Source: an optimization exercise on an open RTL-to-GDS flow (aim: small area). Production flows keep margins and buffers that such runs may drop. The RTL was checked by simulation tests, not by an equivalence proof against the original design.

==> inputs of run a <==
## Top
module Top(
    input clk,
    input rst,
    input key_jump,
    input key_low,
    input key_restart,
    output hs,
    output vs,
    output [3:0] r,
    output [3:0] g,
    output [3:0] b,
    output [15:0] score
  );
clock: 25.0 ns
lec_check: 0
abc_area: 1
cap_margin: 20
core_margin: 2
core_utilization: 40
gpl_timing_driven: 0
slew_margin: 20
synth_memory_max_bits: 131072
standard.sh (not shown) runs the stock make flow with config.mk's settings and CLKGATE_MAP_FILE= SYNTH_SCRIPT=/design/flow/synth_recipe.tcl, a recipe that flattens the netlist after the stock synthesis.
==> flow/flow/run.sh <==
#!/bin/bash
# Own layout flow: the standard synthesis (unchanged), then only the
# combinational cells re-mapped for area with stronger ABC scripts (every
# register cell kept with its name and type; the smallest of the scripts'
# results is used), then the standard layout from the floorplan on.
# Each tool's output goes to a log file here.
set -euo pipefail
W=$(pwd)
bash standard.sh synth > "$W/log_1_standard_synth.txt" 2>&1
R="$W/orfs/results/$FLOW_PLATFORM/Top/base"
cp "$R/1_2_yosys.v" "$W/standard_1_2_yosys.v"
YOSYS="$FLOW_HOME/../tools/install/yosys/bin/yosys"
[ -x "$YOSYS" ] || YOSYS=yosys
LIB="$FLOW_HOME/platforms/$FLOW_PLATFORM/lib/sky130_fd_sc_hd__tt_025C_1v80.lib"
best=""; besta=""
for i in 1 2 3 4; do
  mkdir -p "$W/reabc$i"
  LIB="$LIB" IN="$W/standard_1_2_yosys.v" OUTDIR="$W/reabc$i" TOP="$FLOW_TOP" ABCSCRIPT="$W/flow/area$i.abc" \
    "$YOSYS" -c "$W/flow/reabc.tcl" > "$W/log_2_reabc$i.txt" 2>&1 &
done
wait || true
for i in 1 2 3 4; do
  f="$W/reabc$i/reabc.v"
  [ -s "$f" ] || continue
  if LIB="$LIB" IN="$f" TOP="$FLOW_TOP" "$YOSYS" -c "$W/flow/check.tcl" > "$W/log_2b_check$i.txt" 2>&1; then
    a=$(awk '/Chip area for module/ {print $NF}' "$W/reabc$i/reabc_stat.txt")
    echo "script $i area $a" >> "$W/log_2c_choice.txt"
    if [ -z "$besta" ] || awk -v a="$a" -v b="$besta" 'BEGIN {exit !(a < b)}'; then best=$f; besta=$a; fi
  fi
done
if [ -z "$best" ]; then best="$W/standard_1_2_yosys.v"; fi
echo "chosen $best" >> "$W/log_2c_choice.txt"
cp "$best" "$R/1_2_yosys.v"
touch "$R/1_2_yosys.v"
# ports get the smallest buffer instead of clkdlybuf4s50_1
bash standard.sh finish "BUFFER_PORTS_ARGS=-buffer_cell sky130_fd_sc_hd__buf_1" > "$W/log_3_layout.txt" 2>&1
Other scripts of this flow, unchanged in this note and not shown: flow/flow/area1.abc, flow/flow/area2.abc, flow/flow/area3.abc, flow/flow/area4.abc, flow/flow/check.tcl, flow/flow/reabc.tcl
==> run b: changes against run a <==
CAP_MARGIN = 10   (was 20)
CTS_BUF_LIST = sky130_fd_sc_hd__clkbuf_4 sky130_fd_sc_hd__clkbuf_8   (was default)
SLEW_MARGIN = 10   (was 20)
==> run c: changes against run a <==
CTS_BUF_LIST = sky130_fd_sc_hd__clkbuf_4 sky130_fd_sc_hd__clkbuf_8   (was default)
==> run_results.csv <==
group,metric,value,unit
outcome,outcome,"finished clean",
placement,dp_hpwl,125300,um
timing,fin_skew,42.62,ps
layout,fin_nets,5233,
global_routing,grt_use_met3,0.1324,
layout,area_delta_synth_final,11.57,%
routing,dr_wl_met2,69730,um
global_routing,grt_pass1_vias,38400,
layout,nonClkBufAreaFrac,0.01818,
critical_path,r2r_slack,9710,ps
Source of the figures above: run a

==> run_results.csv <==
group,metric,value,unit
outcome,so.violations,"max-capacitance violations",
outcome,outcome,"failed layout checks",
layout,area_delta_synth_final,11.56,%
placement,dp_hpwl,125700,um
layout,fin_nets,5263,
routing,dr_wl_met2,69630,um
flow_run,cap_violations,1,
global_routing,grt_pass1_vias,38280,
Source of the figures above: run b

==> run_results.csv <==
group,metric,value,unit
layout,nonClkBufAreaFrac,0.01786,
global_routing,grt_use_met3,0.1414,
layout,fin_nets,5256,
outcome,outcome,"finished clean",
routing,dr_wl_met2,69780,um
global_routing,grt_pass1_vias,38410,
layout,area_delta_synth_final,11.56,%
timing,fin_skew,62.11,ps
critical_path,r2r_slack,9700,ps
placement,dp_hpwl,125300,um
Source of the figures above: run c



==> trial 65 <==
Another version of the RTL of Top (not shown whole).
clock: 25.0 ns
lec_check: 0
abc_area: 1
cap_margin: 20
core_margin: 2
core_utilization: 40
slew_margin: 20
synth_memory_max_bits: 131072
run.sh (not shown) runs the stock make flow with config.mk's settings and CLKGATE_MAP_FILE= SYNTH_SCRIPT=/design/flow/synth_recipe.tcl, a recipe that flattens the netlist after the stock synthesis.
Stock flow here: none of the scripts above is used.
==> inputs of trial 59, as changes to trial 65 <==
==> flow/flow/run.sh (new file) <==
#!/bin/bash
# Own layout flow: the standard synthesis (unchanged), then only the
# combinational cells re-mapped for area with a stronger ABC script (every
# register cell kept with its name and type), then the standard layout
# from the floorplan on. Each tool's output goes to a log file here.
set -euo pipefail
W=$(pwd)
bash standard.sh synth > "$W/log_1_standard_synth.txt" 2>&1
R="$W/orfs/results/$FLOW_PLATFORM/Top/base"
cp "$R/1_2_yosys.v" "$W/standard_1_2_yosys.v"
YOSYS="$FLOW_HOME/../tools/install/yosys/bin/yosys"
[ -x "$YOSYS" ] || YOSYS=yosys
LIB="$FLOW_HOME/platforms/$FLOW_PLATFORM/lib/sky130_fd_sc_hd__tt_025C_1v80.lib" \
IN="$W/standard_1_2_yosys.v" OUTDIR="$W" TOP="$FLOW_TOP" ABCSCRIPT="$W/flow/area.abc" \
  "$YOSYS" -c "$W/flow/reabc.tcl" > "$W/log_2_reabc.txt" 2>&1
LIB="$FLOW_HOME/platforms/$FLOW_PLATFORM/lib/sky130_fd_sc_hd__tt_025C_1v80.lib" \
IN="$W/reabc.v" TOP="$FLOW_TOP" "$YOSYS" -c "$W/flow/check.tcl" > "$W/log_2b_check.txt" 2>&1
cp "$W/reabc.v" "$R/1_2_yosys.v"
touch "$R/1_2_yosys.v"
bash standard.sh finish > "$W/log_3_layout.txt" 2>&1
==> flow/flow/area.abc (new file) <==
strash; &get -n; &dc2; &dc2; &put; dch -f; map -a; topo
==> flow/flow/check.tcl (new file) <==
# Fresh read of the re-mapped netlist: every cell a library cell, nothing undriven.
yosys -import
read_liberty -lib $::env(LIB)
read_verilog $::env(IN)
hierarchy -top $::env(TOP)
check -assert -mapped
==> flow/flow/reabc.tcl (new file) <==
# Re-map the combinational logic of the standard synthesis netlist for area.
# Register cells (and tie cells) are kept as they are, with their names.
yosys -import
set lib $::env(LIB)
read_liberty -ignore_miss_func $lib
read_verilog -defer $::env(IN)
hierarchy -top $::env(TOP)
blackbox sky130_fd_sc_hd__df* sky130_fd_sc_hd__edf* sky130_fd_sc_hd__sdf* sky130_fd_sc_hd__dl* sky130_fd_sc_hd__conb_1
flatten
opt_clean -purge
tee -o $::env(OUTDIR)/reabc_pre_stat.txt stat
abc -script $::env(ABCSCRIPT) -liberty $lib -dont_use sky130_fd_sc_hd__probe_p_8 -dont_use sky130_fd_sc_hd__probec_p_8 -dont_use sky130_fd_sc_hd__lpflow_*
opt_clean -purge
hilomap -singleton -hicell sky130_fd_sc_hd__conb_1 HI -locell sky130_fd_sc_hd__conb_1 LO
splitnets
opt_clean -purge
insbuf -buf sky130_fd_sc_hd__buf_4 A X

tee -o $::env(OUTDIR)/reabc_stat.txt stat -liberty $lib
write_verilog -noattr -nohex -nodec $::env(OUTDIR)/reabc.v
==> flow/standard.sh (new file) <==
#!/bin/bash
# synth_recipe.tcl (not shown) runs the flow's synth.tcl, then flattens the netlist and writes it again
# the make line also repeats each setting of config.mk as NAME=value (left out here)
make -C /OpenROAD-flow-scripts/flow DESIGN_CONFIG=/design/flow/config.mk WORK_HOME=/design/flow/orfs CLKGATE_MAP_FILE= SYNTH_SCRIPT=/design/flow/synth_recipe.tcl "${@:-finish}"
removed: flow/run.sh
==> run notes <==
- Trial 59 completed with no timing, DRC or antenna violations. Trial 65 completed without violations.
- Register-to-register slack: trial 59 is better than trial 65 (3.8 ns).
- Against trial 59, the non-clock buffer count of trial 65 is lower by 27.
- Of trial 59 and trial 65, trial 59 has the higher fmax (gap 28%, measured against trial 65).
- Of trial 65 and trial 59, trial 65 has the higher synthesized cell count (gap 18%, measured against trial 59).
==> figures <==
quantity                                                    trial 59                     trial 65
Critical path startpoint                 cld.random[9]$_SDFFCE_PP0P_  cld.random[1]$_SDFFCE_PP0P_
Final Routed Wirelength                                   225,000 µm                   250,000 µm
Worst slack at placement                                    11.90 ns                      7.77 ns
Most frequent cell on the critical path      sky130_fd_sc_hd__nor2_1     sky130_fd_sc_hd__nand2_1
Worst path setup slack after routing                        11.52 ns                      7.73 ns
Status                                      timing/DRC/antenna clean     timing/DRC/antenna clean
Req. time, crit path                                        25.30 ns                     25.38 ns
Non-Clock Buffer Count                                           196                          169
Total Nets Final                                               7,078                        8,473
GR met1 Demand/Resource                                        55.4%                        47.3%

## afterwards: timing with drivers on the ports
The results above use ideal ports. As a check the final layouts listed here were re-extracted and re-timed, cells and wires unchanged.
Step 1 (the two cells are an assumption about what drives the block):
set clk [get_ports {clk}]
set_driving_cell -lib_cell sky130_fd_sc_hd__clkbuf_16 $clk
set_driving_cell -lib_cell sky130_fd_sc_hd__buf_2 [delete_from_list [all_inputs] $clk]
Step 2 adds t to the input delays and takes it off the output delays; t is the mean of the earliest and latest rising clock arrival at the registers after step 1. Input paths then give back, and output paths get back, about the clock's delay inside the block.
Three values: ideal ports, drivers, drivers and shift; two values: the first two.
| run | shift t [ns] | setup WS [ns] | worst hold slack (ns) | worst setup path at the end | pins driven straight from the clock port |
|---|---|---|---|---|---|
| run a | 0.652 | 9.709 / 9.709 / 9.709 | 0.383 / 0.383 / 0.383 | register to register | 1 |
| run b | 0.714 | 9.672 / 9.672 / 9.672 | 0.381 / 0.381 / 0.381 | register to register | 1 |
| run c | 0.734 | 9.697 / 9.697 / 9.697 | 0.382 / 0.382 / 0.382 | register to register | 1 |
| trial 65 | 0.665 | 7.726 / 7.726 / 7.726 | 0.392 / 0.392 / 0.392 | register to register | 1 |
| trial 59 | 0.625 | 11.517 / 11.517 / 11.517 | 0.403 / 0.403 / 0.403 | register to register | 1 |
